This is an optimization exercise on Yosys and OpenROAD, whose aim is small area and a short achievable clock period, not a production implementation. RTL that was checked went through simulation tests only; none was proved equivalent to the original. Power is estimated from default activity; no workload was simulated.

## run A
// ex2_1
module ex2_1 (
  input               clk, rst, validi,
  input        [31:0] data_in,
  output logic        valido,
  output logic [31:0] data_out
);
Size: about 1500 cells after synthesis, roughly 15000 µm² of cells after synthesis.
clock: 10.0 ns
lec_check: 0
cap_margin: 20
core_margin: 2
core_utilization: 40
slew_margin: 20
tns_end_percent: 20
standard.sh (not shown) runs the stock make flow with config.mk's settings and CLKGATE_MAP_FILE= SYNTH_SCRIPT=/design/flow/synth_recipe.tcl, a recipe that flattens the netlist after the stock synthesis.
==> flow/flow/run.sh <==
#!/bin/bash
# The standard layout (standard.sh), with two changes:
#  - after the standard synthesis, fapol.py removes inverters between full-adder
#    cells by choosing the polarity each full adder computes in (a full adder is
#    self-dual); registers and everything else are left as synthesis made them;
#  - port buffers start as the smallest buffer (repair sizes them up as needed);
#  - repair_timing is asked for a larger setup margin.
set -e
NET=$PWD/orfs/results/sky130hd/ex2_1/base/1_2_yosys.v
bash standard.sh $NET > synth.log 2>&1
cp $NET 1_2_yosys.orig.v
python3 flow/fapol.py 1_2_yosys.orig.v $NET > fapol.log 2>&1
export SETUP_SLACK_MARGIN=5.2
export BUFFER_PORTS_ARGS="-buffer_cell sky130_fd_sc_hd__buf_1"
bash standard.sh > standard.log 2>&1
Other scripts of this flow, unchanged in this note and not shown: flow/flow/fapol.py
Run A: done, clean on timing, DRC and antenna
Input changes introduced in run B (baseline for comparison: run A):
-- flow/flow/run.sh --
<<< run A, line 13
export SETUP_SLACK_MARGIN=5.2
>>> run B, line 13
export SETUP_SLACK_MARGIN=5.5
-- flow/config.mk --
<<< run A, line 9
>>> run B, line 9
export CELL_PAD_IN_SITES_DETAIL_PLACEMENT = 0
export CELL_PAD_IN_SITES_GLOBAL_PLACEMENT = 0
<<< run A, line 12
export TNS_END_PERCENT = 20
>>> run B, line 14
export TNS_END_PERCENT = 5
Results
Layout buffering overhead excluding clock cells in run B is 0.54 points below run A.
Lower share of total power in combinational logic among run A and run B: run A
Via count of the routed design of run B falls short of that of run A slightly.


Another version of the RTL of ex2_1 (not shown whole).
For scale: about 180 flip-flops, about 17000 um2 of cells after synthesis.
make LEC_CHECK=0 CAP_MARGIN=20 CORE_MARGIN=2 CORE_UTILIZATION=40 SLEW_MARGIN=20 finish   # period 10.0 ns
run.sh (not shown) runs the stock make flow with config.mk's settings and CLKGATE_MAP_FILE= SYNTH_SCRIPT=/design/flow/synth_recipe.tcl, a recipe that flattens the netlist after the stock synthesis.
Stock flow here: none of the scripts above is used.
Rerun with:
==> flow/flow/run.sh (new file) <==
#!/bin/bash
# Standard layout, with repair_timing asked for a larger setup margin.
cp standard.sh standard_copy.sh.txt
export SETUP_SLACK_MARGIN=6.5
bash standard.sh > standard.log 2>&1
==> flow/standard.sh (new file) <==
#!/bin/bash
# synth_recipe.tcl (not shown) runs the flow's synth.tcl, then flattens the netlist and writes it again
# the make line also repeats each setting of config.mk as NAME=value (left out here)
make -C /OpenROAD-flow-scripts/flow DESIGN_CONFIG=/design/flow/config.mk WORK_HOME=/design/flow/orfs CLKGATE_MAP_FILE= SYNTH_SCRIPT=/design/flow/synth_recipe.tcl "${@:-finish}"
removed: flow/run.sh
Outcome:
- The new run completed with no timing, DRC or antenna violations
- synthesized area does not change
- clock-buffer cell count climbs by 2
- register-to-register slack gets better by 0.48 ns
- worst setup slack gains 1.4 ns
- wire length came out higher by 8.5%
- via count rises by 5.4%
- clock skew is higher by 0.0036 ns
- sequential share of layout area falls by 2.4 points
Function was not checked in any run of this note: the RTL went through the layout flow alone.


Setup of amber:
ex2_1 with an RTL version that a note above also has.
For scale: about 1500 cells after synthesis, roughly 130 flip-flops, about 68 I/O pins.
// ex2_1
module ex2_1 (
  input               clk, rst, validi,
  input        [31:0] data_in,
  output logic        valido,
  output logic [31:0] data_out
);
clock: 10.0 ns
lec_check: 0
cap_margin: 20
core_margin: 2
core_utilization: 40
slew_margin: 20
tns_end_percent: 5
standard.sh (not shown) runs the stock make flow with config.mk's settings and CLKGATE_MAP_FILE= SYNTH_SCRIPT=/design/flow/synth_recipe.tcl, a recipe that flattens the netlist after the stock synthesis.
==> flow/flow/run.sh <==
#!/bin/bash
# The standard layout (standard.sh), with repair_timing asked for a larger setup margin.
export SETUP_SLACK_MARGIN=5.5
bash standard.sh > standard.log 2>&1
No stage failed in amber, and the final checks on the layout all came back clean.
Inputs modified between amber and xenon:
- changing CORE_UTILIZATION from 40 to 60
- setting SETUP_SLACK_MARGIN to 5 for the first time
- removing TNS_END_PERCENT (formerly 5)
==> flow/run.sh (new file) <==
#!/bin/bash
# synth_recipe.tcl (not shown) runs the flow's synth.tcl, then flattens the netlist and writes it again
# the make line also repeats each setting of config.mk as NAME=value (left out here)
make -C /OpenROAD-flow-scripts/flow DESIGN_CONFIG=/design/flow/config.mk WORK_HOME=/design/flow/orfs CLKGATE_MAP_FILE= SYNTH_SCRIPT=/design/flow/synth_recipe.tcl finish
removed: flow/flow/run.sh
removed: flow/standard.sh
==> comparison <==
In the metrics for xenon and amber, the one carrying the higher via count of the first global-routing pass is amber.
The faster design of the two is amber; xenon tops out lower.
Changes observed in xenon relative to amber: width of the die now smaller, final-layout worst hold slack went up by 0.013 ns.
Looking only at post-route worst setup slack, and setting everything else aside, the lower value of xenon and amber goes to xenon.
## Diff of input files: maple against xenon
- CORE_UTILIZATION: 60 -> 40
- TNS_END_PERCENT: unset -> 5
[summary]
Looking at end point of the critical path, the data_out[28] result is from maple; the data_out[30] one comes from xenon.
Summary of maple over xenon: final-layout clock buffer total climbed 2; wire length of the first global-routing pass higher; core utilization has decreased; total nets after synthesis saw little to no change; sum of routed wire length over all layers up 2.4%.
Clock-cell share of area essentially unchanged between maple and xenon.
In the flow results for xenon and maple, the shortest period the worst path allows is smaller on maple.


Another version of the RTL of ex2_1 (not shown whole).
Size in the first run: about 1,400 cells after synthesis, roughly 68 I/O pins.
## ex2_1
module ex2_1 (
  input               clk, rst, validi,
  input        [31:0] data_in,
  output logic        valido,
  output logic [31:0] data_out
);
==> flow/config.mk <==
export PLATFORM = sky130hd
export DESIGN_NAME = ex2_1
export DESIGN_NICKNAME = ex2_1
export VERILOG_FILES = /design/flow/design.v
export SDC_FILE = /design/flow/constraint.sdc
export NUM_CORES = 4
export LEC_CHECK = 0
export CAP_MARGIN = 20
export CORE_MARGIN = 2
export CORE_UTILIZATION = 40
export SLEW_MARGIN = 20
export TNS_END_PERCENT = 5
==> flow/constraint.sdc <==
create_clock -name core_clock -period 10.0 [get_ports {clk}]
set_input_delay 2.0000 -clock core_clock [delete_from_list [all_inputs] [get_ports {clk}]]
set_output_delay 2.0000 -clock core_clock [all_outputs]
set_load 0.01 [all_outputs]
==> flow/flow/run.sh <==
#!/bin/bash
# The standard layout (standard.sh), with two changes:
#  - after the standard synthesis, fapol.py removes inverters between full-adder
#    cells by choosing the polarity each full adder computes in (a full adder is
#    self-dual); registers and everything else are left as synthesis made them;
#  - port buffers start as the smallest buffer (repair sizes them up as needed);
#  - repair_timing is asked for a larger setup margin.
set -e
NET=$PWD/orfs/results/sky130hd/ex2_1/base/1_2_yosys.v
bash standard.sh $NET > synth.log 2>&1
cp $NET 1_2_yosys.orig.v
python3 flow/fapol.py 1_2_yosys.orig.v $NET > fapol.log 2>&1
export SETUP_SLACK_MARGIN=5.5
export BUFFER_PORTS_ARGS="-buffer_cell sky130_fd_sc_hd__buf_1"
bash standard.sh > standard.log 2>&1
Other scripts of this flow, unchanged in this note and not shown: flow/flow/fapol.py
Change:
--- a/flow/config.mk
+++ b/flow/config.mk
@@ -11,2 +11,2 @@
 export SLEW_MARGIN = 20
-export TNS_END_PERCENT = 5
+export TNS_END_PERCENT = 20
The new run ran to the end with no violations.
Via count goes up by 3.1%.
Combinational power increases by 5.1%.
Clock skew barely changes.
Wire length came out higher by 6.4%.
Total power goes up by 4.0%.
Worst setup slack improves by 0.064 ns.
Hold slack barely changes.


RTL: one of the versions met above, not the one the previous note started from.
Size: ~1500 cells after synthesis, ~68 I/O pins, roughly 15000 µm² of cells after synthesis.
## ex2_1
module ex2_1 (
  input               clk, rst, validi,
  input        [31:0] data_in,
  output logic        valido,
  output logic [31:0] data_out
);
==> flow/config.mk <==
export PLATFORM = sky130hd
export DESIGN_NAME = ex2_1
export DESIGN_NICKNAME = ex2_1
export VERILOG_FILES = /design/flow/design.v
export SDC_FILE = /design/flow/constraint.sdc
export NUM_CORES = 4
export LEC_CHECK = 0
export CAP_MARGIN = 20
export CORE_MARGIN = 2
export CORE_UTILIZATION = 40
export SLEW_MARGIN = 20
export TNS_END_PERCENT = 5
==> flow/constraint.sdc <==
create_clock -name core_clock -period 10.0 [get_ports {clk}]
set_input_delay 2.0000 -clock core_clock [delete_from_list [all_inputs] [get_ports {clk}]]
set_output_delay 2.0000 -clock core_clock [all_outputs]
set_load 0.01 [all_outputs]
Scripts as last shown in full above: flow/flow/run.sh
Other scripts of this flow, unchanged in this note and not shown: flow/flow/fapol.py
Then changed:
--- a/flow/flow/run.sh
+++ b/flow/flow/run.sh
@@ -4,5 +4,4 @@
 #    cells by choosing the polarity each full adder computes in (a full adder is
 #    self-dual); registers and everything else are left as synthesis made them;
-#  - port buffers start as the smallest buffer (repair sizes them up as needed);
 #  - repair_timing is asked for a larger setup margin.
 set -e
@@ -12,4 +11,3 @@
 python3 flow/fapol.py 1_2_yosys.orig.v $NET > fapol.log 2>&1
 export SETUP_SLACK_MARGIN=5.5
-export BUFFER_PORTS_ARGS="-buffer_cell sky130_fd_sc_hd__buf_1"
 bash standard.sh > standard.log 2>&1
What happened:
- worst setup slack loses 86 ps
- count of clock-buffer cells in the layout goes up by 2
- combinational power goes up by a few percent
- via count goes up slightly

## separate check: timing with driven ports
No port has a modelled driver above. Below, the same layouts with a new extraction and two added sets of constraints.
Step 1 sets driving cells, clkbuf_16 on the clock port and buf_2 on the other inputs (assumed; they add their load-dependent delay and slew).
Step 2 adds t to the input delays and takes it off the output delays; t is the mean of the earliest and latest rising clock arrival at the registers after step 1. Input paths then give back, and output paths get back, about the clock's delay inside the block.
a / b / c = ideal ports / drivers / drivers and shift; a / b = the first two.
run	t (ns)	slack for setup (ns)	hold WS [ns]	worst setup path at the end	clock arrival spread, ns
run A	0.503	4.842 / 4.790 / 4.840	0.370 / 0.370 / 0.370	input to register	0.016 / 0.016
run B	0.502	4.882 / 4.828 / 5.075	0.375 / 0.375 / 0.375	register to register	0.011 / 0.010
the first run of note 2	0.515	3.163 / 3.112 / 3.627	0.385 / 0.385 / 0.385	register to output	0.014 / 0.014
the second run of note 2	0.530	4.609 / 4.554 / 5.084	0.382 / 0.382 / 0.382	register to output	0.017 / 0.018
amber	0.503	4.839 / 4.785 / 4.782	0.376 / 0.376 / 0.376	input to register	0.011 / 0.010
xenon	0.481	4.743 / 4.694 / 4.685	0.388 / 0.388 / 0.388	input to register	0.017 / 0.017
maple	0.503	4.748 / 4.696 / 4.584	0.376 / 0.376 / 0.376	input to register	0.014 / 0.014
the first run of note 4	0.504	5.057 / 5.002 / 5.198	0.381 / 0.381 / 0.381	register to register	0.013 / 0.013
the second run of note 4	0.505	5.122 / 5.065 / 5.242	0.380 / 0.380 / 0.380	input to register	0.014 / 0.014
the first run of note 5	0.502	4.882 / 4.828 / 5.075	0.375 / 0.375 / 0.375	register to register	0.011 / 0.010
the second run of note 5	0.496	4.796 / 4.743 / 4.759	0.376 / 0.376 / 0.376	input to register	0.012 / 0.012
After both steps every run listed still meets setup and hold. The setup slack of maple, which loses most, moves by -0.052 ns with the drivers and by -0.164 ns with both steps.
